Context: an optimization exercise on an open-source flow, tuned for small area. The choices shown serve that exercise and are no tape-out recipe. The RTL was checked by simulation tests, not by an equivalence proof against the original design.

--- design/flow/config.mk ---
export PLATFORM = sky130hd
export DESIGN_NAME = processor
export DESIGN_NICKNAME = processor
export VERILOG_FILES = /design/flow/design.v
export SDC_FILE = /design/flow/constraint.sdc
export NUM_CORES = 4
export LEC_CHECK = 0
export CAP_MARGIN = 20
export CORE_MARGIN = 2
export CORE_UTILIZATION = 40
export SLEW_MARGIN = 20
export SYNTH_HIERARCHICAL = 1
export SYNTH_MINIMUM_KEEP_SIZE = 0
--- design/flow/design.v ---
module processor
(
	output w_en,
	output done,
	output [7:0] addr,
	output [31:0] data_out,
	input clk,
	input rst_n,
	input start,
	input [31:0] data_in
);
	reg s0, s1, s2;
	always @(posedge clk or negedge rst_n) begin
		if (~rst_n) begin
			s0 <= 1'b0;
			s1 <= 1'b0;
			s2 <= 1'b0;
		end else begin
			s0 <= ~s2 & (start | s0);
			s1 <= s0;
			s2 <= s1;
		end
	end
	reg [15:0] rw;    
	reg [15:0] cw;    
	wire det_load = s1 & ~s0 & (data_in[31:29] == 3'd4);
	wire mul_load = s1 & ~s0 & (data_in[31:29] == 3'd2);
	always @(posedge clk) begin
		if (s1) begin
			rw <= {rw[7:0], rw[15:8]};
		end else begin
			rw <= {data_in[7:0], data_in[15:8]};
		end
		if (~s1) begin
			cw <= {data_in[31:28], data_in[23:20], data_in[27:24], data_in[19:16]};
		end else begin
			if (det_load)
				cw[7:0] <= {~rw[3:0], rw[7:4]};
			if (mul_load)
				cw[15:8] <= m2;
		end
	end
	reg [7:0] ar;
	reg q_sub, q_as, q_mul, q_tr, q_det;
	wire in_delay = s1 & ~s0;
	always @(posedge clk) begin
		ar <= data_in[7:0];
		q_sub <= data_in[29];
		q_as  <= in_delay & (data_in[31:30] == 2'd0);
		q_mul <= mul_load;
		q_tr  <= in_delay & (data_in[31:29] == 3'd3);
		q_det <= det_load;
	end
	wire det_sel = q_det;
	wire [3:0] x1 = rw[3:0];
	wire [3:0] x2 = rw[7:4];
	wire [3:0] y1 = s0 ? cw[11:8] : cw[3:0];
	wire [3:0] y2 = s0 ? cw[15:12] : cw[7:4];
	wire e = det_sel;
	wire [7:0] u;
	wire t0 = x1[0] & y1[0];
	wire t1 = x1[0] & y1[1];
	wire t2 = x1[0] & y1[2];
	wire t3 = x1[1] & y1[0];
	wire t4 = x1[1] & y1[1];
	wire t5 = ~(x1[1] & y1[2]);
	wire t6 = x1[1] & y1[2];
	wire t7 = x1[2] & y1[0];
	wire t8 = x1[2] & y1[1];
	wire t9 = ~(x1[2] & y1[2]);
	wire t10 = x1[2] & y1[2];
	wire t11 = ~(x1[3] & y1[0]);
	wire t12 = ~(x1[3] & y1[1]);
	wire t13 = ~(x1[3] & y1[2]);
	wire t14 = ~(x1[0] & y1[3]);
	wire t15 = ~(x1[1] & y1[3]);
	wire t16 = ~(x1[2] & y1[3]);
	wire t17 = x1[3] & y1[3];
	wire t18 = x2[0] & y2[0];
	wire t19 = x2[0] & y2[1];
	wire t20 = x2[0] & y2[2];
	wire t21 = x2[1] & y2[0];
	wire t22 = x2[1] & y2[1];
	wire t23 = x2[1] & y2[2];
	wire t24 = x2[2] & y2[0];
	wire t25 = x2[2] & y2[1];
	wire t26 = x2[2] & y2[2];
	wire t27 = ~(x2[3] & y2[0]);
	wire t28 = ~(x2[3] & y2[1]);
	wire t29 = ~(x2[3] & y2[2]);
	wire t30 = ~(x2[0] & y2[3]);
	wire t31 = ~(x2[1] & y2[3]);
	wire t32 = ~(x2[2] & y2[3]);
	wire t33 = x2[3] & y2[3];
	wire t34 = e & x2[0];
	wire t35 = e & x2[1];
	wire t36 = e & x2[2];
	wire t37 = ~(e & x2[3]);
	wire s38, c38;
	fa f38 (.a(t0), .b(t18), .c(t34), .s(s38), .co(c38));
	wire s39, c39;
	fa f39 (.a(t1), .b(t19), .c(t21), .s(s39), .co(c39));
	wire s40, c40;
	fa f40 (.a(t3), .b(t35), .c(c38), .s(s40), .co(c40));
	wire s41, c41;
	fa f41 (.a(t2), .b(t20), .c(t22), .s(s41), .co(c41));
	wire s42, c42;
	fa f42 (.a(t24), .b(t36), .c(t4), .s(s42), .co(c42));
	wire s43, c43;
	fa f43 (.a(t7), .b(c39), .c(s41), .s(s43), .co(c43));
	wire s44, c44;
	fa f44 (.a(s42), .b(c40), .c(s43), .s(s44), .co(c44));
	wire s45, c45;
	fa f45 (.a(t11), .b(t14), .c(t23), .s(s45), .co(c45));
	wire s46, c46;
	fa f46 (.a(t25), .b(t27), .c(t30), .s(s46), .co(c46));
	wire s47, c47;
	fa f47 (.a(t37), .b(t5), .c(t8), .s(s47), .co(c47));
	wire s48, c48;
	fa f48 (.a(c41), .b(c42), .c(s45), .s(s48), .co(c48));
	wire s49, c49;
	fa f49 (.a(s46), .b(s47), .c(c43), .s(s49), .co(c49));
	wire s50, c50;
	fa f50 (.a(s48), .b(c44), .c(s49), .s(s50), .co(c50));
	wire s51, c51;
	fa f51 (.a(t12), .b(t15), .c(t26), .s(s51), .co(c51));
	wire s52, c52;
	fa f52 (.a(t28), .b(t31), .c(t6), .s(s52), .co(c52));
	wire s53, c53;
	fa f53 (.a(t9), .b(c45), .c(c46), .s(s53), .co(c53));
	wire s54, c54;
	fa f54 (.a(c47), .b(s51), .c(s52), .s(s54), .co(c54));
	wire s55, c55;
	fa f55 (.a(s53), .b(c48), .c(s54), .s(s55), .co(c55));
	wire s56, c56;
	ha h56 (.a(c49), .b(s55), .s(s56), .co(c56));
	wire s57, c57;
	fa f57 (.a(t10), .b(t13), .c(t16), .s(s57), .co(c57));
	wire s58, c58;
	fa f58 (.a(t29), .b(t32), .c(c51), .s(s58), .co(c58));
	wire s59, c59;
	fa f59 (.a(c52), .b(s57), .c(c53), .s(s59), .co(c59));
	wire s60, c60;
	fa f60 (.a(s58), .b(c54), .c(s59), .s(s60), .co(c60));
	wire s61, c61;
	ha h61 (.a(c55), .b(s60), .s(s61), .co(c61));
	wire s62, c62;
	fa f62 (.a(t17), .b(t33), .c(c57), .s(s62), .co(c62));
	wire s63, c63;
	fa f63 (.a(c58), .b(s62), .c(c59), .s(s63), .co(c63));
	wire s64, c64;
	ha h64 (.a(c60), .b(s63), .s(s64), .co(c64));
	wire t65 = c62 ^ c63;
	wire [7:0] ra = {t65, s64, c56, c50, s50, s44, s39, s38};
	wire [7:0] rb = {c64, c61, s61, s56, 1'b0, 1'b0, s40, 1'b0};
	assign u = ra + rb;
	reg [7:0] m1, m2;
	always @(posedge clk) begin
		m1 <= u;
		m2 <= m1;
	end
	wire [3:0] a11 = rw[3:0], a12 = rw[7:4], a21 = rw[11:8], a22 = rw[15:12];
	wire [3:0] b11 = cw[3:0], b21 = cw[7:4], b12 = cw[11:8], b22 = cw[15:12];
	wire sub = q_sub;
	wire [3:0] sa0 = a11, sa1 = a12, sa2 = a21, sa3 = a22;
	wire [3:0] sb0 = b11, sb1 = b12, sb2 = b21, sb3 = b22;
	wire [4:0] as0, as1, as2, as3;
	wire t66 = sa0[0] ^ sb0[0];
	wire t67 = sub ? (sa0[0] | ~sb0[0]) : (sa0[0] & sb0[0]);
	wire t68 = sb0[1] ^ sub;
	wire s69, c69;
	fa f69 (.a(sa0[1]), .b(t68), .c(t67), .s(s69), .co(c69));
	wire t70 = sb0[2] ^ sub;
	wire s71, c71;
	fa f71 (.a(sa0[2]), .b(t70), .c(c69), .s(s71), .co(c71));
	wire t72 = sb0[3] ^ sub;
	wire s73, c73;
	fa f73 (.a(sa0[3]), .b(t72), .c(c71), .s(s73), .co(c73));
	wire t74 = (sa0[3] & t72) | ((sa0[3] | t72) & ~c71);
	assign as0 = {t74, s73, s71, s69, t66};
	wire t75 = sa1[0] ^ sb1[0];
	wire t76 = sub ? (sa1[0] | ~sb1[0]) : (sa1[0] & sb1[0]);
	wire t77 = sb1[1] ^ sub;
	wire s78, c78;
	fa f78 (.a(sa1[1]), .b(t77), .c(t76), .s(s78), .co(c78));
	wire t79 = sb1[2] ^ sub;
	wire s80, c80;
	fa f80 (.a(sa1[2]), .b(t79), .c(c78), .s(s80), .co(c80));
	wire t81 = sb1[3] ^ sub;
	wire s82, c82;
	fa f82 (.a(sa1[3]), .b(t81), .c(c80), .s(s82), .co(c82));
	wire t83 = (sa1[3] & t81) | ((sa1[3] | t81) & ~c80);
	assign as1 = {t83, s82, s80, s78, t75};
	wire t84 = sa2[0] ^ sb2[0];
	wire t85 = sub ? (sa2[0] | ~sb2[0]) : (sa2[0] & sb2[0]);
	wire t86 = sb2[1] ^ sub;
	wire s87, c87;
	fa f87 (.a(sa2[1]), .b(t86), .c(t85), .s(s87), .co(c87));
	wire t88 = sb2[2] ^ sub;
	wire s89, c89;
	fa f89 (.a(sa2[2]), .b(t88), .c(c87), .s(s89), .co(c89));
	wire t90 = sb2[3] ^ sub;
	wire s91, c91;
	fa f91 (.a(sa2[3]), .b(t90), .c(c89), .s(s91), .co(c91));
	wire t92 = (sa2[3] & t90) | ((sa2[3] | t90) & ~c89);
	assign as2 = {t92, s91, s89, s87, t84};
	wire t93 = sa3[0] ^ sb3[0];
	wire t94 = sub ? (sa3[0] | ~sb3[0]) : (sa3[0] & sb3[0]);
	wire t95 = sb3[1] ^ sub;
	wire s96, c96;
	fa f96 (.a(sa3[1]), .b(t95), .c(t94), .s(s96), .co(c96));
	wire t97 = sb3[2] ^ sub;
	wire s98, c98;
	fa f98 (.a(sa3[2]), .b(t97), .c(c96), .s(s98), .co(c98));
	wire t99 = sb3[3] ^ sub;
	wire s100, c100;
	fa f100 (.a(sa3[3]), .b(t99), .c(c98), .s(s100), .co(c100));
	wire t101 = (sa3[3] & t99) | ((sa3[3] | t99) & ~c98);
	assign as3 = {t101, s100, s98, s96, t93};
	wire sel_as  = s2 & q_as;
	wire sel_mul = s2 & q_mul;
	wire sel_tr  = s2 & q_tr;
	wire sel_det = s2 & q_det;
	wire [31:0] r_as  = {{3{as3[4]}}, as3, {3{as2[4]}}, as2, {3{as1[4]}}, as1, {3{as0[4]}}, as0};
	wire [31:0] r_tr  = {{4{a22[3]}}, a22, {4{a12[3]}}, a12, {4{a21[3]}}, a21, {4{a11[3]}}, a11};
	assign data_out = ({32{sel_as}} & r_as) | ({32{sel_tr}} & r_tr) |
	                  ({32{sel_mul}} & {cw[15:8], m1, m2, 8'd0}) |
	                  ({32{sel_mul | sel_det}} & {24'd0, u}) |
	                  ({32{sel_det}} & {{24{u[7]}}, 8'd0});
	assign w_en = s2 & (q_as | q_mul | q_tr | q_det);
	assign done = w_en;
	assign addr = s2 ? (s1 ? 8'h00 : ar) : 8'hFF;
endmodule
module fa(input a, input b, input c, output s, output co);
	assign s = a ^ b ^ c;
	assign co = (a & b) | (a & c) | (b & c);
endmodule
module ha(input a, input b, output s, output co);
	assign s = a ^ b;
	assign co = a & b;
endmodule
--- design/flow/constraint.sdc ---
create_clock -name core_clock -period 7.0 [get_ports {clk}]
set_input_delay 1.4000 -clock core_clock [delete_from_list [all_inputs] [get_ports {clk}]]
set_output_delay 1.4000 -clock core_clock [all_outputs]
set_load 0.01 [all_outputs]
--- design/flow/standard.sh ---
#!/bin/bash
# synth_recipe.tcl (not shown) runs the flow's synth.tcl, then flattens the netlist and writes it again
# the make line also repeats each setting of config.mk as NAME=value (left out here)
make -C /OpenROAD-flow-scripts/flow DESIGN_CONFIG=/design/flow/config.mk WORK_HOME=/design/flow/orfs CLKGATE_MAP_FILE= SYNTH_SCRIPT=/design/flow/synth_recipe.tcl "${@:-finish}"
--- design/flow/flow/downsize.tcl ---
# Replace each standard cell by the smallest cell of its family (same
# function and pins, another drive strength). Synthesis sizes cells for speed
# without knowing the layout; the timing repair later in the flow upsizes
# again what the timing needs.
set db [ord::get_db]
set block [ord::get_db_block]
set dont_use [env_var_or_empty DONT_USE_CELLS]
set count 0
set saved 0.0
foreach inst [$block getInsts] {
  set m [$inst getMaster]
  set name [$m getName]
  if { ![regexp {^(sky130_fd_sc_hd__[a-z0-9]+)_([0-9]+)$} $name -> base drive] } {
    continue
  }
  if { [regexp {tap|fill|decap|diode|conb} $base] } {
    continue
  }
  set best $name
  set best_area [expr { [$m getWidth] * [$m getHeight] }]
  set area0 $best_area
  foreach d {0 1 2 4} {
    set cand ${base}_$d
    set cm [$db findMaster $cand]
    if { $cm == "NULL" } {
      continue
    }
    set skip 0
    foreach p $dont_use {
      if { [string match $p $cand] } {
        set skip 1
      }
    }
    if { $skip } {
      continue
    }
    set a [expr { [$cm getWidth] * [$cm getHeight] }]
    if { $a < $best_area } {
      set best $cand
      set best_area $a
    }
  }
  if { $best ne $name } {
    replace_cell [$inst getName] $best
    incr count
    set saved [expr { $saved + ($area0 - $best_area) / 1e6 }]
  }
}
puts "downsize: replaced $count cells, [format %.1f $saved] um^2 less"
--- design/flow/flow/run.sh ---
#!/bin/bash
# The standard layout (standard.sh: the standard flow's synthesis and ORFS flow), with
# these changes to how the layout is made:
#  - every input and output port still gets its own buffer, but a buf_1
#    rather than the delay cell that buffer_ports picks by default;
#  - after floorplanning, downsize.tcl sets every cell to the smallest drive
#    strength of its kind; the flow's own timing repair then upsizes what the
#    timing needs;
#  - clock tree synthesis adds no dummy loads at the leaves and builds the
#    tree from clkbuf_4 cells, at most 10 flip-flops per cluster.
set -euo pipefail
export BUFFER_PORTS_ARGS="-buffer_cell sky130_fd_sc_hd__buf_1"
export POST_FLOORPLAN_TCL="$(pwd)/flow/downsize.tcl"
export CTS_ARGS="-sink_clustering_enable -repair_clock_nets -dont_use_dummy_load -buf_list sky130_fd_sc_hd__clkbuf_4 -sink_clustering_size 10 -sink_clustering_max_diameter 60"
bash standard.sh synth > synth.log 2>&1
bash standard.sh finish > layout.log 2>&1
==> reports/metrics.yaml, run 1 <==
multiplexer_share_of_the_synthesized_area: 0.0946
rrSetupSlack_ns: 2.81
hold_depth: 0
hp-class: "reg2reg"
worstPathArrival_ns: 5.13
cp.required_ns: 5.60
syn_area_um2: 4050
number_of_nets_still_failing_antenna_checks_after_routing: 0
cts_resized: 0
tritoncts_num_sinks: 64
post-route-drc-count: 0
drt_pass1_iterations: 6
synth_nets: 464
grt_setup_unrepaired: "false"
routed_wirelength_mm: 9.74
sum_of_overflow_across_all_layers_after_global_routing: 0
synth_xor_xnor_area_share: 0.0473
synth_top_family_by_area: "adder cells"
worstReg2RegStart: "s0"
hold_violations: 0
fin_cells: 585
antenna-diode-count: 0
yosys_register_bits: 64
cts_buffers: 9
nNetsFinal: 533
core_area_um2: 9770
r2r-end: "m1[7]"
detail_route.iter0.violations: 148
cts-root-to-sink-buffers: 2
most_frequent_cells_in_the_layout: "76 x sky130_fd_sc_hd__buf_1, 57 x sky130_fd_sc_hd__nand2_1, 45 x sky130_fd_sc_hd__dfxtp_1"
maxSlewViolCount: 0
worst_setup_hold_path_clk_slew_ns: 0.10
synth_largest_area_cell: "sky130_fd_sc_hd__dfxtp_1"
x_dimension_of_the_die_um: 105
cts.htree.levels: 3
layout-area-overhead-vs-synth_pct: 9.22
synth_cell_type_count: 39
synth-adder-area-share: 0.213
ys_seq_area_frac: 0.360
finalWeightedCongestion: 0.851
placement_rows: 36
fp.dieArea_um2: 10900
finalSetupViolations: 0
tritoncts: "built"
clkLatencyLatePin_ns: 0.40
async_reset_ff_frac: 0.0469
via_count: 2972
layout_commonest_cell: "sky130_fd_sc_hd__buf_1"
dpl_cell_area_um2: 4350
synth_simple_gate_area_frac: 0.156
r2r_cells: 11
post-cts-setup-buffer-count: 0
status: "finished clean"
vias_in_the_first_global_route: 2953
startpoint_kind_of_the_worst_setup_timing_path: "flop"
grt_usage: 0.187
clock-root-buffer: "sky130_fd_sc_hd__clkbuf_4"
drive_above_1_share: 0.0841
startpoint_of_the_tightest_hold_check_path: "m1[4]"
fin_setup_tns_ns: 0
io_pins: 77
critical_path.max_fanout: 24
grt_max_degree: 40
hpwl_mm: 7.72
postLayoutCellArea_um2: 4420
post-route-period-util: 0.933
timing.hold.worst_endpoint: "m2[4]"
vias_per_cell: 5.08
slew_headroom: 0.441
end_kind: "output port"
yosys_warnings: 7
synth_largest_type_area_fraction: 0.223
predominant_post_synthesis_flop_cell: "sky130_fd_sc_hd__dfxtp_1"
io_buffers: 76
die_height_um: 105
netlist_top_cells_area: "sky130_fd_sc_hd__dfxtp_1 22%, sky130_fd_sc_hd__fa_1 18%, sky130_fd_sc_hd__edfxtp_1 12%"
grt_first_pass_wirelength_mm: 15.7
worst-setup-path-type: "reg2out"
cts-hold-fix-buffers: 0
synth-compound-area-share: 0.0745
worst_slew_pin_slew_ns: 0.839
achievable-frequency_mhz: 153
wire_per_inst_um: 16.6
fin_worst_skew_ns: 0.0256
syn_avg_cell_area_um2: 10.5
initial_core_util: 0.414
finalWorstPathRequiredPeriod_ns: 6.53
place_inst: 576
synth-edff-count: 16
max_capacitance_violation_count: 0
synthesis.instances: 385
grt_antenna_before_repair: 0
modules after synthesis, one instance, submodules excluded:
module	flops+latches	cells	cell area, µm²
fa	0	1	20.0
processor	64	346	3290
ha	0	1	12.5
metrics by stage:
step	hold slack (ns)	setup WS (ns)	utilization
after floorplan	0.331	1.43	-
after global placement	0.338	1.02	0.445
after detailed placement	0.335	0.906	0.445
after CTS	0.350	0.448	0.452
after global routing	0.358	0.108	0.452
final	0.351	0.467	0.452
cell families after synthesis:
family / Yosys count
fa+ha+maj: 48
mux: 35
flops: 64
buf+inv: 51
compound gates: 44
xor+xnor: 21
simple gates: 122
worst max path at each step:
stage	startpoint	end	slack (ns)
2_1_floorplan	s0	data_out[11]	1.43
3_3_place_gp	s0	data_out[24]	1.02
3_5_place_dp	s0	data_out[24]	0.91
4_1_cts	s0	data_out[24]	0.45
5_1_grt	s0	data_out[17]	0.11
6_report	s0	data_out[24]	0.47
per-layer routing:
layer	up-vias	share of wire	global-route usage
li1	1433	-	-
met1	1422	0.47	0.269
met2	111	0.45	0.284
met3	6	0.074	0.0356
met4	0	0.0076	0.0618
met5	-	0	0
area by class of cell:
type | instances | area [µm²]
timing repair buffer | 79 | 308
clock buffer | 9 | 67.6
inverter | 30 | 113
tap | 133 | 166
multi-input combinational | 270 | 2310
fill | 957 | 5360
sequential | 64 | 1460
sequential cells by signal, summed over array words and instances, names as in the netlist, 8 cells and up:
signal,count
cw,16
rw,16
ar,8
m1,8
m2,8
cell usage after synthesis, drive strengths merged (2+ instances only):
master,n
nand2,57
dfxtp,45
fa,36
inv,30
mux2,26
o21ai,21
edfxtp,16
xor2,16
nor2b,15
a22oi,12
buf,12
nand3,12
nand4,12
and2,9
clkbuf,9
mux2i,9
ha,8
nand2b,7
nor2,6
xnor2,5
a222oi,4
maj3,4
dfrtp,3
nor3,2
critical path, stage by stage (launching register included):
cell and delay [ns]:
sky130_fd_sc_hd__dfrtp_1 0.62, sky130_fd_sc_hd__mux2i_1 0.41, sky130_fd_sc_hd__nor2b_1 0.12, sky130_fd_sc_hd__fa_1 0.45
sky130_fd_sc_hd__fa_1 0.40, sky130_fd_sc_hd__fa_1 0.51, sky130_fd_sc_hd__fa_1 0.42, sky130_fd_sc_hd__ha_1 0.29
sky130_fd_sc_hd__ha_1 0.32, sky130_fd_sc_hd__o21ai_0 0.18, sky130_fd_sc_hd__a22oi_1 0.12, sky130_fd_sc_hd__xnor2_1 0.26
sky130_fd_sc_hd__nand3_1 0.11, sky130_fd_sc_hd__buf_4 0.25, sky130_fd_sc_hd__o2111ai_1 0.11, sky130_fd_sc_hd__buf_1 0.17
==> inputs of run 2 (changes only) <==
--- a/design/flow/design.v
+++ b/design/flow/design.v
@@ -23,6 +23,7 @@
 	end
 	reg [15:0] rw;    
 	reg [15:0] cw;    
+	reg [7:0] m1, m2;   
 	wire det_load = s1 & ~s0 & (data_in[31:29] == 3'd4);
 	wire mul_load = s1 & ~s0 & (data_in[31:29] == 3'd2);
 	always @(posedge clk) begin
@@ -41,17 +42,13 @@
 		end
 	end
 	reg [7:0] ar;
-	reg q_sub, q_as, q_mul, q_tr, q_det;
-	wire in_delay = s1 & ~s0;
+	reg [2:0] op;
 	always @(posedge clk) begin
 		ar <= data_in[7:0];
-		q_sub <= data_in[29];
-		q_as  <= in_delay & (data_in[31:30] == 2'd0);
-		q_mul <= mul_load;
-		q_tr  <= in_delay & (data_in[31:29] == 3'd3);
-		q_det <= det_load;
-	end
-	wire det_sel = q_det;
+		op <= data_in[31:29];
+	end
+	wire ex = s2 & ~s1;
+	wire det_sel = ex & (op == 3'd4);
 	wire [3:0] x1 = rw[3:0];
 	wire [3:0] x2 = rw[7:4];
 	wire [3:0] y1 = s0 ? cw[11:8] : cw[3:0];
@@ -154,14 +151,13 @@
 	wire [7:0] ra = {t65, s64, c56, c50, s50, s44, s39, s38};
 	wire [7:0] rb = {c64, c61, s61, s56, 1'b0, 1'b0, s40, 1'b0};
 	assign u = ra + rb;
-	reg [7:0] m1, m2;
 	always @(posedge clk) begin
 		m1 <= u;
 		m2 <= m1;
 	end
 	wire [3:0] a11 = rw[3:0], a12 = rw[7:4], a21 = rw[11:8], a22 = rw[15:12];
 	wire [3:0] b11 = cw[3:0], b21 = cw[7:4], b12 = cw[11:8], b22 = cw[15:12];
-	wire sub = q_sub;
+	wire sub = op[0];
 	wire [3:0] sa0 = a11, sa1 = a12, sa2 = a21, sa3 = a22;
 	wire [3:0] sb0 = b11, sb1 = b12, sb2 = b21, sb3 = b22;
 	wire [4:0] as0, as1, as2, as3;
@@ -217,17 +213,17 @@
 	fa f100 (.a(sa3[3]), .b(t99), .c(c98), .s(s100), .co(c100));
 	wire t101 = (sa3[3] & t99) | ((sa3[3] | t99) & ~c98);
 	assign as3 = {t101, s100, s98, s96, t93};
-	wire sel_as  = s2 & q_as;
-	wire sel_mul = s2 & q_mul;
-	wire sel_tr  = s2 & q_tr;
-	wire sel_det = s2 & q_det;
+	wire sel_as  = ex & ~op[2] & ~op[1];
+	wire sel_mul = ex & (op == 3'd2);
+	wire sel_tr  = ex & (op == 3'd3);
+	wire sel_det = det_sel;
 	wire [31:0] r_as  = {{3{as3[4]}}, as3, {3{as2[4]}}, as2, {3{as1[4]}}, as1, {3{as0[4]}}, as0};
 	wire [31:0] r_tr  = {{4{a22[3]}}, a22, {4{a12[3]}}, a12, {4{a21[3]}}, a21, {4{a11[3]}}, a11};
 	assign data_out = ({32{sel_as}} & r_as) | ({32{sel_tr}} & r_tr) |
 	                  ({32{sel_mul}} & {cw[15:8], m1, m2, 8'd0}) |
 	                  ({32{sel_mul | sel_det}} & {24'd0, u}) |
 	                  ({32{sel_det}} & {{24{u[7]}}, 8'd0});
-	assign w_en = s2 & (q_as | q_mul | q_tr | q_det);
+	assign w_en = ex & ~(op[2] & (op[1] | op[0]));
 	assign done = w_en;
 	assign addr = s2 ? (s1 ? 8'h00 : ar) : 8'hFF;
 endmodule
==> run 2 against run 1 <==
  * Register-to-register slack lost 0.19 ns
  * Via count is 0.44% higher
  * Routed wire length is essentially flat
  * Sequential share of layout area down 0.95 points
  * Final area up 0.14%
  * Die area fell by 0.68%
  * Clock skew increased by 0.0069 ns
  * Worst setup slack worse by 0.14 ns
==> reports/metrics.yaml, run 2 <==
synth-edff-count: 16  # unchanged
cts_resized: 0  # unchanged
synth_largest_type_area_fraction: 0.214  # -0.00837
drt_pass1_iterations: 5  # -1
async_reset_ff_frac: 0.0484  # +0.00151
worstPathArrival_ns: 5.28  # +0.15 ns
finish.utilization: 0.453  # +0.000640
finalWeightedCongestion: 0.869  # +2.2%
hold_violations: 0  # unchanged
detail_route.iter0.violations: 210  # +42%
nNetsFinal: 539  # +1.1%
timing.critical_path.slowest_cell_delay_ns: 0.67  # +0.05 ns
synth_cell_type_count: 41  # +5.1%
tritoncts_num_sinks: 62  # -3.1%
worst_setup_hold_path_clk_slew_ns: 0.10  # about the same
most_frequent_cells_in_the_layout: "76 x sky130_fd_sc_hd__buf_1, 53 x sky130_fd_sc_hd__nand2_1, 43 x sky130_fd_sc_hd__dfxtp_1"
max_capacitance_violation_count: 0  # unchanged
wire_per_inst_um: 16.5  # -1.0%
post-route-drc-count: 0  # unchanged
top_usage_layer: "met2"
syn_area_um2: 4020  # -0.71%
sum_of_overflow_across_all_layers_after_global_routing: 0  # unchanged
x_dimension_of_the_die_um: 104  # -0.34%
crit_path_cell_trace: "mux2i_1, nor2b_1, fa_1, fa_1, fa_1, fa_1, ha_1, ha_1, o21ai_0, a22oi_1, xnor2_1, nand2b_1, buf_4, o21ai_0, buf_1"
clkLatencyLatePin_ns: 0.40  # about the same
layout_commonest_cell: "sky130_fd_sc_hd__buf_1"
routed_wirelength_mm: 9.74  # about the same
cts-hold-fix-buffers: 0  # unchanged
post-cts-setup-buffer-count: 0  # unchanged
achievable-frequency_mhz: 150  # -2.1%
end_kind: "output port"
hp-class: "reg2reg"
post-route-period-util: 0.954  # +0.0204
startpoint_kind_of_the_worst_setup_timing_path: "flop"
drive_above_1_share: 0.0917  # +0.00763
critical-path-top-cell-by-count: "sky130_fd_sc_hd__fa_1"
status: "finished clean"
grtUsageMet2: 0.292  # +0.00798
yosys_warnings: 7  # unchanged
critical_path.max_fanout: 24  # unchanged
n_fill_cell: 1005  # +5.0%
worst_slew_pin_slew_ns: 0.991  # +0.152 ns
number_of_nets_still_failing_antenna_checks_after_routing: 0  # unchanged
synth_nets: 464  # unchanged
placement_rows: 36  # unchanged
synthMostInstantiatedCell: "sky130_fd_sc_hd__nand2_1"
syn_avg_cell_area_um2: 10.4  # -0.71%
vias_per_cell: 5.05  # -0.58%
globalRouteMet3Util: 0.0457  # +0.0102
cts.htree.levels: 3  # unchanged
layout-area-overhead-vs-synth_pct: 10.2
io_pins: 77  # unchanged
worst-setup-path-type: "reg2out"
cp.required_ns: 5.60  # about the same
vias_in_the_first_global_route: 2991  # +1.3%
fin_worst_skew_ns: 0.0325  # +0.00693 ns
tritoncts: "built"
slew_headroom: 0.337  # -0.104
netlist_top_cells_area: "sky130_fd_sc_hd__dfxtp_1 21%, sky130_fd_sc_hd__fa_1 18%, sky130_fd_sc_hd__edfxtp_1 12%"
maxSlewViolCount: 0  # unchanged
cts-root-to-sink-buffers: 2  # unchanged
core_area_um2: 9770  # unchanged
yosys_register_bits: 62  # -3.1%
synth_commonest_cells: "52 x sky130_fd_sc_hd__nand2_1, 43 x sky130_fd_sc_hd__dfxtp_1, 36 x sky130_fd_sc_hd__fa_1"
rrSetupSlack_ns: 2.62  # -0.19 ns
grt_usage: 0.190  # +0.00242
initial_core_util: 0.411  # -0.00294
grt_util_met1: 0.263  # -0.00535
predominant_post_synthesis_flop_cell: "sky130_fd_sc_hd__dfxtp_1"
synthesis.instances: 385  # unchanged
grt_setup_unrepaired: "false"
finalWorstPathRequiredPeriod_ns: 6.68  # +0.143 ns
grt_max_degree: 51  # +28%
via_count: 2985  # +0.44%
die_height_um: 104  # -0.34%
crit_slowest_cell: "sky130_fd_sc_hd__dfrtp_1"
grt_first_pass_wirelength_mm: 16.0  # +2.0%
fin_setup_tns_ns: 0  # unchanged
antenna-diode-count: 0  # unchanged
fp.dieArea_um2: 10900  # -0.68%
ys_seq_area_frac: 0.353  # -0.00739
hpwl_mm: 7.65  # -0.92%
finalSetupViolations: 0  # unchanged
synth_largest_area_cell: "sky130_fd_sc_hd__dfxtp_1"
grt_antenna_before_repair: 0  # unchanged
largestRegisters: "cw (16), rw (16)"
clock-root-buffer: "sky130_fd_sc_hd__clkbuf_4"
io_buffers: 76  # unchanged
cts_buffers: 9  # unchanged
[run 2: cell types whose count changed after synthesis, sizes merged, moves of 2 or more]
cell,before,now
clkbuf,9,3
buf,12,17
nand2,57,53
and2,9,6
inv,30,33
a222oi,4,2
a22oi,12,14
dfxtp,45,43
nand2b,7,9
o41ai,0,2
[run 2: critical path, delay by kind of cell, from the launching register on]
kind                     cells  cell delay, ns
flip-flops                   1            0.67
adder cells (fa/ha/maj)      6            2.38
buffers and inverters        2            0.39
AND/OR/NAND/NOR              2            0.26
multiplexers                 1            0.44
AO/OA/AOI/OAI                3            0.47
XOR/XNOR                     1            0.26
[run 2: stage by stage]
stage | hold slack [ns] | std cells | instance area [µm²] | setup slack [ns]
final | 0.343 | 591 | 4420 | 0.325
after global routing | 0.362 | 591 | 4420 | 0.0447
after CTS | 0.348 | 591 | 4420 | 0.305
after detailed placement | 0.341 | 582 | 4360 | 0.791
after global placement | 0.346 | 582 | 4360 | 0.905
after floorplan | 0.331 | 385 | 4020 | 1.33
[run 2: layout make-up]
cell class / instances / area [µm²] / area share
flip-flops and latches: 62 / 1420 / 0.320
multi-input cells: 270 / 2300 / 0.521
repair buffers: 84 / 345 / 0.0781
inverters: 33 / 124 / 0.0280
clock buffers: 9 / 67.6 / 0.0153
well taps: 133 / 166 / 0.0376
[run 2: worst paths after layout]
check / from / end / cells after the start
max reg2reg: s0 / m1[7] / 12
min: m1[4] / m2[4] / 0
max in group asynchronous: rst_n / s0 / 1
min in group asynchronous: rst_n / s2 / 1
max: s0 / data_out[24] / 15
min reg2reg: m1[4] / m2[4] / 0
[run 2: metal layers]
layer  vias up  wire, µm
li1       1433         -
met1      1428      4500
met2       113      4410
met3        11       666
met4         0       157
met5         -         0
[run 2: cells by family after synthesis]
family                     after synthesis  synth area share
xor gates and xnor gates                21            0.0458
adders and majority gates               48             0.214
and+or+nand+nor                        120             0.160
muxes                                   34            0.0925
DFF                                     62             0.353
buffers and inverters                   53            0.0579
AOI/OAI and AO/OA                       47            0.0763
[run 2: per-module statistics from Yosys, one instance, submodules excluded]
module,flip-flops and latches,times used,cell area [µm²]
ha,0,3,12.5
fa,0,36,20.0
processor,62,1,3260
==> inputs of run 3 (changes only) <==
--- a/design/flow/design.v
+++ b/design/flow/design.v
@@ -170,49 +170,53 @@
 	wire s71, c71;
 	fa f71 (.a(sa0[2]), .b(t70), .c(c69), .s(s71), .co(c71));
 	wire t72 = sb0[3] ^ sub;
-	wire s73, c73;
-	fa f73 (.a(sa0[3]), .b(t72), .c(c71), .s(s73), .co(c73));
-	wire t74 = (sa0[3] & t72) | ((sa0[3] | t72) & ~c71);
-	assign as0 = {t74, s73, s71, s69, t66};
-	wire t75 = sa1[0] ^ sb1[0];
-	wire t76 = sub ? (sa1[0] | ~sb1[0]) : (sa1[0] & sb1[0]);
-	wire t77 = sb1[1] ^ sub;
-	wire s78, c78;
-	fa f78 (.a(sa1[1]), .b(t77), .c(t76), .s(s78), .co(c78));
-	wire t79 = sb1[2] ^ sub;
-	wire s80, c80;
-	fa f80 (.a(sa1[2]), .b(t79), .c(c78), .s(s80), .co(c80));
-	wire t81 = sb1[3] ^ sub;
-	wire s82, c82;
-	fa f82 (.a(sa1[3]), .b(t81), .c(c80), .s(s82), .co(c82));
-	wire t83 = (sa1[3] & t81) | ((sa1[3] | t81) & ~c80);
-	assign as1 = {t83, s82, s80, s78, t75};
-	wire t84 = sa2[0] ^ sb2[0];
-	wire t85 = sub ? (sa2[0] | ~sb2[0]) : (sa2[0] & sb2[0]);
-	wire t86 = sb2[1] ^ sub;
-	wire s87, c87;
-	fa f87 (.a(sa2[1]), .b(t86), .c(t85), .s(s87), .co(c87));
-	wire t88 = sb2[2] ^ sub;
+	wire t73 = ~c71;
+	wire s74, c74;
+	fa f74 (.a(sa0[3]), .b(t72), .c(t73), .s(s74), .co(c74));
+	wire t75 = ~s74;
+	assign as0 = {c74, t75, s71, s69, t66};
+	wire t76 = sa1[0] ^ sb1[0];
+	wire t77 = sub ? (sa1[0] | ~sb1[0]) : (sa1[0] & sb1[0]);
+	wire t78 = sb1[1] ^ sub;
+	wire s79, c79;
+	fa f79 (.a(sa1[1]), .b(t78), .c(t77), .s(s79), .co(c79));
+	wire t80 = sb1[2] ^ sub;
+	wire s81, c81;
+	fa f81 (.a(sa1[2]), .b(t80), .c(c79), .s(s81), .co(c81));
+	wire t82 = sb1[3] ^ sub;
+	wire t83 = ~c81;
+	wire s84, c84;
+	fa f84 (.a(sa1[3]), .b(t82), .c(t83), .s(s84), .co(c84));
+	wire t85 = ~s84;
+	assign as1 = {c84, t85, s81, s79, t76};
+	wire t86 = sa2[0] ^ sb2[0];
+	wire t87 = sub ? (sa2[0] | ~sb2[0]) : (sa2[0] & sb2[0]);
+	wire t88 = sb2[1] ^ sub;
 	wire s89, c89;
-	fa f89 (.a(sa2[2]), .b(t88), .c(c87), .s(s89), .co(c89));
-	wire t90 = sb2[3] ^ sub;
+	fa f89 (.a(sa2[1]), .b(t88), .c(t87), .s(s89), .co(c89));
+	wire t90 = sb2[2] ^ sub;
 	wire s91, c91;
-	fa f91 (.a(sa2[3]), .b(t90), .c(c89), .s(s91), .co(c91));
-	wire t92 = (sa2[3] & t90) | ((sa2[3] | t90) & ~c89);
-	assign as2 = {t92, s91, s89, s87, t84};
-	wire t93 = sa3[0] ^ sb3[0];
-	wire t94 = sub ? (sa3[0] | ~sb3[0]) : (sa3[0] & sb3[0]);
-	wire t95 = sb3[1] ^ sub;
-	wire s96, c96;
-	fa f96 (.a(sa3[1]), .b(t95), .c(t94), .s(s96), .co(c96));
-	wire t97 = sb3[2] ^ sub;
-	wire s98, c98;
-	fa f98 (.a(sa3[2]), .b(t97), .c(c96), .s(s98), .co(c98));
-	wire t99 = sb3[3] ^ sub;
-	wire s100, c100;
-	fa f100 (.a(sa3[3]), .b(t99), .c(c98), .s(s100), .co(c100));
-	wire t101 = (sa3[3] & t99) | ((sa3[3] | t99) & ~c98);
-	assign as3 = {t101, s100, s98, s96, t93};
+	fa f91 (.a(sa2[2]), .b(t90), .c(c89), .s(s91), .co(c91));
+	wire t92 = sb2[3] ^ sub;
+	wire t93 = ~c91;
+	wire s94, c94;
+	fa f94 (.a(sa2[3]), .b(t92), .c(t93), .s(s94), .co(c94));
+	wire t95 = ~s94;
+	assign as2 = {c94, t95, s91, s89, t86};
+	wire t96 = sa3[0] ^ sb3[0];
+	wire t97 = sub ? (sa3[0] | ~sb3[0]) : (sa3[0] & sb3[0]);
+	wire t98 = sb3[1] ^ sub;
+	wire s99, c99;
+	fa f99 (.a(sa3[1]), .b(t98), .c(t97), .s(s99), .co(c99));
+	wire t100 = sb3[2] ^ sub;
+	wire s101, c101;
+	fa f101 (.a(sa3[2]), .b(t100), .c(c99), .s(s101), .co(c101));
+	wire t102 = sb3[3] ^ sub;
+	wire t103 = ~c101;
+	wire s104, c104;
+	fa f104 (.a(sa3[3]), .b(t102), .c(t103), .s(s104), .co(c104));
+	wire t105 = ~s104;
+	assign as3 = {c104, t105, s101, s99, t96};
 	wire sel_as  = ex & ~op[2] & ~op[1];
 	wire sel_mul = ex & (op == 3'd2);
 	wire sel_tr  = ex & (op == 3'd3);
--- a/design/flow/flow/run.sh
+++ b/design/flow/flow/run.sh
@@ -11,6 +11,6 @@
 set -euo pipefail
 export BUFFER_PORTS_ARGS="-buffer_cell sky130_fd_sc_hd__buf_1"
 export POST_FLOORPLAN_TCL="$(pwd)/flow/downsize.tcl"
-export CTS_ARGS="-sink_clustering_enable -repair_clock_nets -dont_use_dummy_load -buf_list sky130_fd_sc_hd__clkbuf_4 -sink_clustering_size 10 -sink_clustering_max_diameter 60"
+export CTS_ARGS="-sink_clustering_enable -repair_clock_nets -dont_use_dummy_load -buf_list {sky130_fd_sc_hd__clkbuf_2 sky130_fd_sc_hd__clkbuf_4} -sink_clustering_size 10 -sink_clustering_max_diameter 60"
 bash standard.sh synth > synth.log 2>&1
 bash standard.sh finish > layout.log 2>&1
==> run 3 against run 2 <==
  * First-iteration DRC count increased by 28%
  * Die area decreased by 1.8%
  * Global-route usage is 1.1 points higher
  * Hold slack improved by 0.012 ns
  * Synthesized cell count shrank 3.6%
  * Highest routed layer unchanged
  * Non-clock buffer count unchanged
  * Synthesized area shrank 1.8%
  * Cell count down 2.4%
  * Sequential cell count unchanged
==> reports/metrics.yaml, run 3 <==
status: "finished clean"
r2r_cells: 12  # unchanged
fin_cells: 577  # -2.4%
via_count: 3005  # +0.67%
sum_of_overflow_across_all_layers_after_global_routing: 0  # unchanged
cts_buffers: 9  # unchanged
ys_seq_area_frac: 0.359  # +0.00660
placement_rows: 36  # unchanged
x_dimension_of_the_die_um: 103  # -0.89%
post-cts-setup-buffer-count: 0  # unchanged
synth_xor_xnor_area_share: 0.0467  # +0.000857
synth_commonest_cells: "52 x sky130_fd_sc_hd__nand2_1, 43 x sky130_fd_sc_hd__dfxtp_1, 36 x sky130_fd_sc_hd__fa_1"
n_fill_cell: 968  # -3.7%
worst_path_dominant_cell_family: "adder cells"
grt_setup_unrepaired: "false"
grt_first_pass_wirelength_mm: 15.8  # -1.2%
startpoint_kind_of_the_worst_setup_timing_path: "flop"
clock-root-buffer: "sky130_fd_sc_hd__clkbuf_4"
layout_commonest_cell: "sky130_fd_sc_hd__buf_1"
hpwl_mm: 7.76  # +1.3%
finalSetupViolations: 0  # unchanged
synthesis.instances: 371  # -3.6%
die_height_um: 103  # -0.89%
fin_worst_skew_ns: 0.0220  # -0.0105 ns
critPathBufInv: 2  # unchanged
hold_violations: 0  # unchanged
cts-hold-fix-buffers: 0  # unchanged
worstReg2RegStart: "s0"
register_area_um2: 1420  # unchanged
finalWorstPathRequiredPeriod_ns: 6.52  # -0.157 ns
syn_area_um2: 3940  # -1.8%
synth_cell_type_count: 43  # +4.9%
wire_per_inst_um: 17.2  # +4.4%
async_reset_ff_frac: 0.0484  # unchanged
fin_setup_tns_ns: 0  # unchanged
grt_max_degree: 51  # unchanged
synth_top_family_by_area: "adder cells"
io_buffers: 76  # unchanged
number_of_nets_still_failing_antenna_checks_after_routing: 0  # unchanged
hp-class: "reg2reg"
cts.htree.levels: 3  # unchanged
grt_usage: 0.200  # +0.0108
vias_per_cell: 5.21  # +3.1%
instance_count_on_the_critical_path: 15  # unchanged
cp-startpoint: "s0"
crit_slowest_cell: "sky130_fd_sc_hd__dfrtp_1"
synth-edff-count: 16  # unchanged
syn_avg_cell_area_um2: 10.6  # +1.9%
drive_above_1_share: 0.0991  # +0.00740
finalWeightedCongestion: 0.883  # +1.6%
vias_in_the_first_global_route: 2935  # -1.9%
worst_setup_hold_path_clk_slew_ns: 0.10  # about the same
tritoncts: "built"
tritoncts_num_sinks: 62  # unchanged
largestRegisters: "cw (16), rw (16)"
core_area_um2: 9680  # -0.92%
drt_pass1_iterations: 8  # +3
multi_input_comb_area_um2: 2250  # -2.2%
worst_slew_pin_slew_ns: 0.692  # -0.299 ns
holdWs_ns: 0.356  # +0.0125 ns
place_inst: 568  # -2.4%
synth_simple_gate_area_frac: 0.152  # -0.00874
timing.critical_path.slowest_cell_delay_ns: 0.65  # -0.02 ns
end_kind: "output port"
slew_headroom: 0.538  # +0.201
rrSetupSlack_ns: 2.77  # +0.15 ns
r2r-end: "m1[7]"
worstPathArrival_ns: 5.12  # -0.16 ns
achievable-frequency_mhz: 153  # +2.4%
clkLatencyLatePin_ns: 0.38  # -0.02 ns
synth_largest_type_area_fraction: 0.218  # +0.00401
post-route-drc-count: 0  # unchanged
routed_wirelength_mm: 9.93  # +2.0%
layout-area-overhead-vs-synth_pct: 10.9
critical-path-top-cell-by-count: "sky130_fd_sc_hd__fa_1"
startpoint_of_the_tightest_hold_check_path: "m1[1]"
antenna-diode-count: 0  # unchanged
maxSlewViolCount: 0  # unchanged
initial_core_util: 0.407  # -0.00380
netlist_top_cells_area: "sky130_fd_sc_hd__dfxtp_1 22%, sky130_fd_sc_hd__fa_1 18%, sky130_fd_sc_hd__edfxtp_1 12%"
synthMostInstantiatedCell: "sky130_fd_sc_hd__nand2_1"
cts_resized: 0  # unchanged
post-route-period-util: 0.931  # -0.0224
cp.required_ns: 5.60  # about the same
max_capacitance_violation_count: 0  # unchanged
fp.dieArea_um2: 10700  # -1.8%
setup.worst_path.end: "data_out[24]"
detail_route.iter0.violations: 268  # +28%
synth_nets: 450  # -3.0%
nNetsFinal: 525  # -2.6%
predominant_post_synthesis_flop_cell: "sky130_fd_sc_hd__dfxtp_1"
most_frequent_cells_in_the_layout: "76 x sky130_fd_sc_hd__buf_1, 55 x sky130_fd_sc_hd__nand2_1, 43 x sky130_fd_sc_hd__dfxtp_1"
crit_path_cell_trace: "mux2i_1, nand2b_1, fa_1, fa_1, fa_1, fa_1, ha_1, ha_1, o21ai_1, a22oi_1, xnor2_1, nand2b_1, buf_4, o2111ai_1, buf_1"
worst-setup-path-type: "reg2out"
yosys_warnings: 7  # unchanged
multiplexer_share_of_the_synthesized_area: 0.0943  # +0.00173
io_pins: 77  # unchanged
grt_antenna_before_repair: 0  # unchanged
yosys_register_bits: 62  # unchanged
critical_path.max_fanout: 24  # unchanged
cts-root-to-sink-buffers: 2  # unchanged
synth-adder-area-share: 0.208  # -0.00614
synth_largest_area_cell: "sky130_fd_sc_hd__dfxtp_1"
synth-compound-area-share: 0.0835  # +0.00714
[run 3: cell types whose count changed after synthesis, sizes merged, moves of 2 or more]
cell,before,now
a22oi,14,2
nand3,13,2
a222oi,2,10
maj3,4,0
o2111ai,0,4
nand2,53,55
nand2b,9,7
[run 3: cell type report]
class,count,area share
clock buffers,9,0.0155
inverters,32,0.0275
well taps,133,0.0381
repair buffers,84,0.0790
multi-input cells,257,0.516
flip-flops and latches,62,0.324
[run 3: worst min-delay path by stage]
stage | endpoint | slack [ns] | cells after the start
after floorplan | m2[3] | 0.33 | 0
after global placement | m2[0] | 0.34 | 0
final | m2[1] | 0.36 | 0
after global routing | m2[0] | 0.36 | 0
after detailed placement | m2[6] | 0.34 | 0
after CTS | m2[1] | 0.35 | 0
[run 3: metrics by stage]
stage,util,cell area [µm²],worst slack (ns)
6_report,0.451,4370,0.481
3_5_place_dp,0.444,4300,0.925
2_1_floorplan,-,3940,1.35
3_3_place_gp,0.444,4300,0.995
4_1_cts,0.451,4370,0.453
5_1_grt,0.451,4370,0.114
[run 3: cells by family (layout without fill, tap and decap cells)]
logic type      after synthesis  count (layout)
fa+ha+maj                    44              44
mux                          34              34
xor+xnor                     21              21
compound gates               46              46
flops                        62              62
buf+inv                      52             125
simple gates                112             112
[run 3: worst register-to-register path: cells and delay by family, from the launching register on]
kind                     cells  cell delay [ns]
adder cells (fa/ha/maj)      6             2.45
XOR/XNOR                     1             0.18
AND/OR/NAND/NOR              1             0.22
buffers and inverters        1             0.06
AO/OA/AOI/OAI                2             0.30
flip-flops                   1             0.65
multiplexers                 1             0.25
[run 3: per-module statistics from Yosys (local to each module, per instance)]
| module | times used | cells |
|---|---|---|
| fa | 36 | 1 |
| processor | 1 | 332 |
| ha | 3 | 1 |
[run 3: metal layers]
metal	vias up	wire length [µm]	share of wire	GRT usage
met5	-	0	0	0
met4	0	94	0.0095	0.0476
met2	135	4440	0.45	0.300
met3	9	786	0.079	0.0397
met1	1452	4610	0.46	0.301
li1	1409	-	-	-
==> inputs of run 4 (changes only) <==
--- a/design/flow/flow/run.sh
+++ b/design/flow/flow/run.sh
@@ -11,6 +11,6 @@
 set -euo pipefail
 export BUFFER_PORTS_ARGS="-buffer_cell sky130_fd_sc_hd__buf_1"
 export POST_FLOORPLAN_TCL="$(pwd)/flow/downsize.tcl"
-export CTS_ARGS="-sink_clustering_enable -repair_clock_nets -dont_use_dummy_load -buf_list {sky130_fd_sc_hd__clkbuf_2 sky130_fd_sc_hd__clkbuf_4} -sink_clustering_size 10 -sink_clustering_max_diameter 60"
+export CTS_ARGS="-sink_clustering_enable -repair_clock_nets -dont_use_dummy_load -buf_list sky130_fd_sc_hd__clkbuf_4 -sink_clustering_size 10 -sink_clustering_max_diameter 60"
 bash standard.sh synth > synth.log 2>&1
 bash standard.sh finish > layout.log 2>&1
==> run 4 against run 3 <==
  * Worst setup slack stayed put
  * Critical path type unchanged
  * Non-clock buffer count unchanged
==> reports/metrics.yaml, run 4 <==
post-cts-setup-buffer-count: 0  # unchanged
synth_largest_area_cell: "sky130_fd_sc_hd__dfxtp_1"
largestRegisters: "cw (16), rw (16)"
hp-class: "reg2reg"
cts.htree.levels: 3  # unchanged
grt_setup_unrepaired: "false"
drive_above_1_share: 0.0991  # unchanged
status: "finished clean"
sum_of_overflow_across_all_layers_after_global_routing: 0  # unchanged
multi_input_comb_area_um2: 2250  # unchanged
r2r_cells: 12  # unchanged
synth_nets: 450  # unchanged
antenna-diode-count: 0  # unchanged
cts-hold-fix-buffers: 0  # unchanged
tritoncts_num_sinks: 62  # unchanged
worst_slew_pin_slew_ns: 0.692  # unchanged
maxSlewViolCount: 0  # unchanged
vias_per_cell: 5.21  # unchanged
tritoncts: "built"
rrSetupSlack_ns: 2.77  # about the same
synthMostInstantiatedCell: "sky130_fd_sc_hd__nand2_1"
post-route-drc-count: 0  # unchanged
netlist_top_cells_area: "sky130_fd_sc_hd__dfxtp_1 22%, sky130_fd_sc_hd__fa_1 18%, sky130_fd_sc_hd__edfxtp_1 12%"
cp.required_ns: 5.60  # about the same
max_capacitance_violation_count: 0  # unchanged
ys_seq_area_frac: 0.359  # unchanged
worstPathArrival_ns: 5.12  # about the same
synthesis.instances: 371  # unchanged
clkLatencyLatePin_ns: 0.38  # about the same
syn_area_um2: 3940  # unchanged
cts_resized: 0  # unchanged
slew_headroom: 0.538  # unchanged
fin_setup_tns_ns: 0  # unchanged
achievable-frequency_mhz: 153  # unchanged
worst-setup-path-type: "reg2out"
syn_avg_cell_area_um2: 10.6  # unchanged
synth_cell_type_count: 43  # unchanged
predominant_post_synthesis_flop_cell: "sky130_fd_sc_hd__dfxtp_1"
grt_usage: 0.200  # unchanged
placement_rows: 36  # unchanged
async_reset_ff_frac: 0.0484  # unchanged
finalWeightedCongestion: 0.883  # unchanged
clock-root-buffer: "sky130_fd_sc_hd__clkbuf_4"
startpoint_of_the_tightest_hold_check_path: "m1[1]"
cts_buffers: 9  # unchanged
x_dimension_of_the_die_um: 103  # unchanged
hpwl_mm: 7.76  # unchanged
critical_path.max_fanout: 24  # unchanged
routed_wirelength_mm: 9.93  # unchanged
fp.dieArea_um2: 10700  # unchanged
nNetsFinal: 525  # unchanged
r2r-end: "m1[7]"
grt_antenna_before_repair: 0  # unchanged
wire_per_inst_um: 17.2  # unchanged
end_kind: "output port"
io_buffers: 76  # unchanged
timing.hold.worst_endpoint: "m2[1]"
fin_cells: 577  # unchanged
finalSetupViolations: 0  # unchanged
via_count: 3005  # unchanged
yosys_register_bits: 62  # unchanged
grt_first_pass_wirelength_mm: 15.8  # unchanged
most_frequent_cells_in_the_layout: "76 x sky130_fd_sc_hd__buf_1, 55 x sky130_fd_sc_hd__nand2_1, 43 x sky130_fd_sc_hd__dfxtp_1"
worst_setup_hold_path_clk_slew_ns: 0.10  # about the same
worstReg2RegStart: "s0"
register_area_um2: 1420  # unchanged
number_of_nets_still_failing_antenna_checks_after_routing: 0  # unchanged
yosys_warnings: 7  # unchanged
grt_max_degree: 51  # unchanged
finalWorstPathRequiredPeriod_ns: 6.52  # unchanged
layout_commonest_cell: "sky130_fd_sc_hd__buf_1"
core_area_um2: 9680  # unchanged
finish.utilization: 0.451  # unchanged
startpoint_kind_of_the_worst_setup_timing_path: "flop"
io_pins: 77  # unchanged
synth_largest_type_area_fraction: 0.218  # unchanged
vias_in_the_first_global_route: 2935  # unchanged
drt_pass1_iterations: 8  # unchanged
post-route-period-util: 0.931  # unchanged
detail_route.iter0.violations: 268  # unchanged
cts-root-to-sink-buffers: 2  # unchanged
hold_depth: 0  # unchanged
place_inst: 568  # unchanged
die_height_um: 103  # unchanged
synth-edff-count: 16  # unchanged
n_fill_cell: 968  # unchanged
hold_violations: 0  # unchanged
initial_core_util: 0.407  # unchanged
fin_worst_skew_ns: 0.0220  # unchanged
synth_commonest_cells: "52 x sky130_fd_sc_hd__nand2_1, 43 x sky130_fd_sc_hd__dfxtp_1, 36 x sky130_fd_sc_hd__fa_1"
layout-area-overhead-vs-synth_pct: 10.9  # unchanged
## run 4: Yosys stat by module, one instance, submodules excluded
module,times used,cell area [µm²]
processor,1,3180
fa,36,20.0
ha,3,12.5
## run 4: worst max-delay path by stage
stage | startpoint | to | slack (ns) | cells after the start
3_3_place_gp | s0 | data_out[24] | 0.99 | 15
6_report | s0 | data_out[24] | 0.48 | 15
5_1_grt | s0 | data_out[30] | 0.11 | 15
4_1_cts | s0 | data_out[24] | 0.45 | 15
2_1_floorplan | s0 | data_out[29] | 1.35 | 16
3_5_place_dp | s0 | data_out[24] | 0.92 | 15
## run 4: worst max-delay path, stage by stage (launching register included)
cell                        delay, ns
sky130_fd_sc_hd__dfrtp_1         0.65
sky130_fd_sc_hd__mux2i_1         0.25
sky130_fd_sc_hd__nand2b_1        0.22
sky130_fd_sc_hd__fa_1            0.46
sky130_fd_sc_hd__fa_1            0.42
sky130_fd_sc_hd__fa_1            0.51
sky130_fd_sc_hd__fa_1            0.43
sky130_fd_sc_hd__ha_1            0.29
sky130_fd_sc_hd__ha_1            0.34
sky130_fd_sc_hd__o21ai_1         0.08
sky130_fd_sc_hd__a22oi_1         0.22
sky130_fd_sc_hd__xnor2_1         0.18
sky130_fd_sc_hd__nand2b_1        0.13
sky130_fd_sc_hd__buf_4           0.24
sky130_fd_sc_hd__o2111ai_1       0.14
sky130_fd_sc_hd__buf_1           0.15
## run 4: cell type report
class,instances,area share
inverter,32,0.0275
sequential,62,0.324
tap,133,0.0381
clock buffer,9,0.0155
timing repair buffer,84,0.0790
multi-input combinational,257,0.516
## run 4: cells by family (layout without fill, tap and decap cells)
kind of cell,count (synthesis),in the layout,share of synthesized area
AND/OR/NAND/NOR,112,112,0.152
flip-flops,62,62,0.359
buffers and inverters,52,125,0.0565
AO/OA/AOI/OAI,46,46,0.0835
adder cells (fa/ha/maj),44,44,0.208
multiplexers,34,34,0.0943
XOR/XNOR,21,21,0.0467
## run 4: through the flow
stage	worst slack [ns]	area (µm²)	hold WS [ns]
floorplan	1.35	3940	0.331
global placement	0.995	4300	0.338
detailed placement	0.925	4300	0.341
CTS	0.453	4370	0.355
global route	0.114	4370	0.364
finish	0.481	4370	0.356
## run 4: routing by layer
metal | vias to the layer above | share of wire | GRT usage
met5 | - | 0 | 0
met4 | 0 | 0.0095 | 0.0476
met3 | 9 | 0.079 | 0.0397
met2 | 135 | 0.45 | 0.300
met1 | 1452 | 0.46 | 0.301
li1 | 1409 | - | -

-- re-timing with driven ports --
How much do the figures lean on ideal ports? The routed layouts below were timed once more, with nothing changed but the port constraints.
Step 1, drivers: a clkbuf_16 drives clk and a buf_2 each remaining input, both assumed.
Step 2 moves the port delays by t, midway between the first and last clock arrival at a register: inputs arrive t later, outputs are due t later. That takes back most of the time a late clock gives input paths.
Slacks: ideal / step 1 / step 2; pairs: ideal / step 1.
| run | shift t [ns] | setup WS [ns] | worst setup path after step 2 | worst register clock-pin slew, ns | worst data-port slew with drivers (ns) |
|---|---|---|---|---|---|
| run 1 | 0.415 | 0.467 / 0.438 / 0.853 | register to output | 0.11 / 0.11 | 0.04 |
| run 2 | 0.414 | 0.325 / 0.296 / 0.710 | register to output | 0.11 / 0.11 | 0.04 |
| run 3 | 0.401 | 0.481 / 0.453 / 0.854 | register to output | 0.10 / 0.10 | 0.04 |
| run 4 | 0.401 | 0.481 / 0.453 / 0.854 | register to output | 0.10 / 0.10 | 0.04 |
After both steps setup and hold are still met in every run listed.
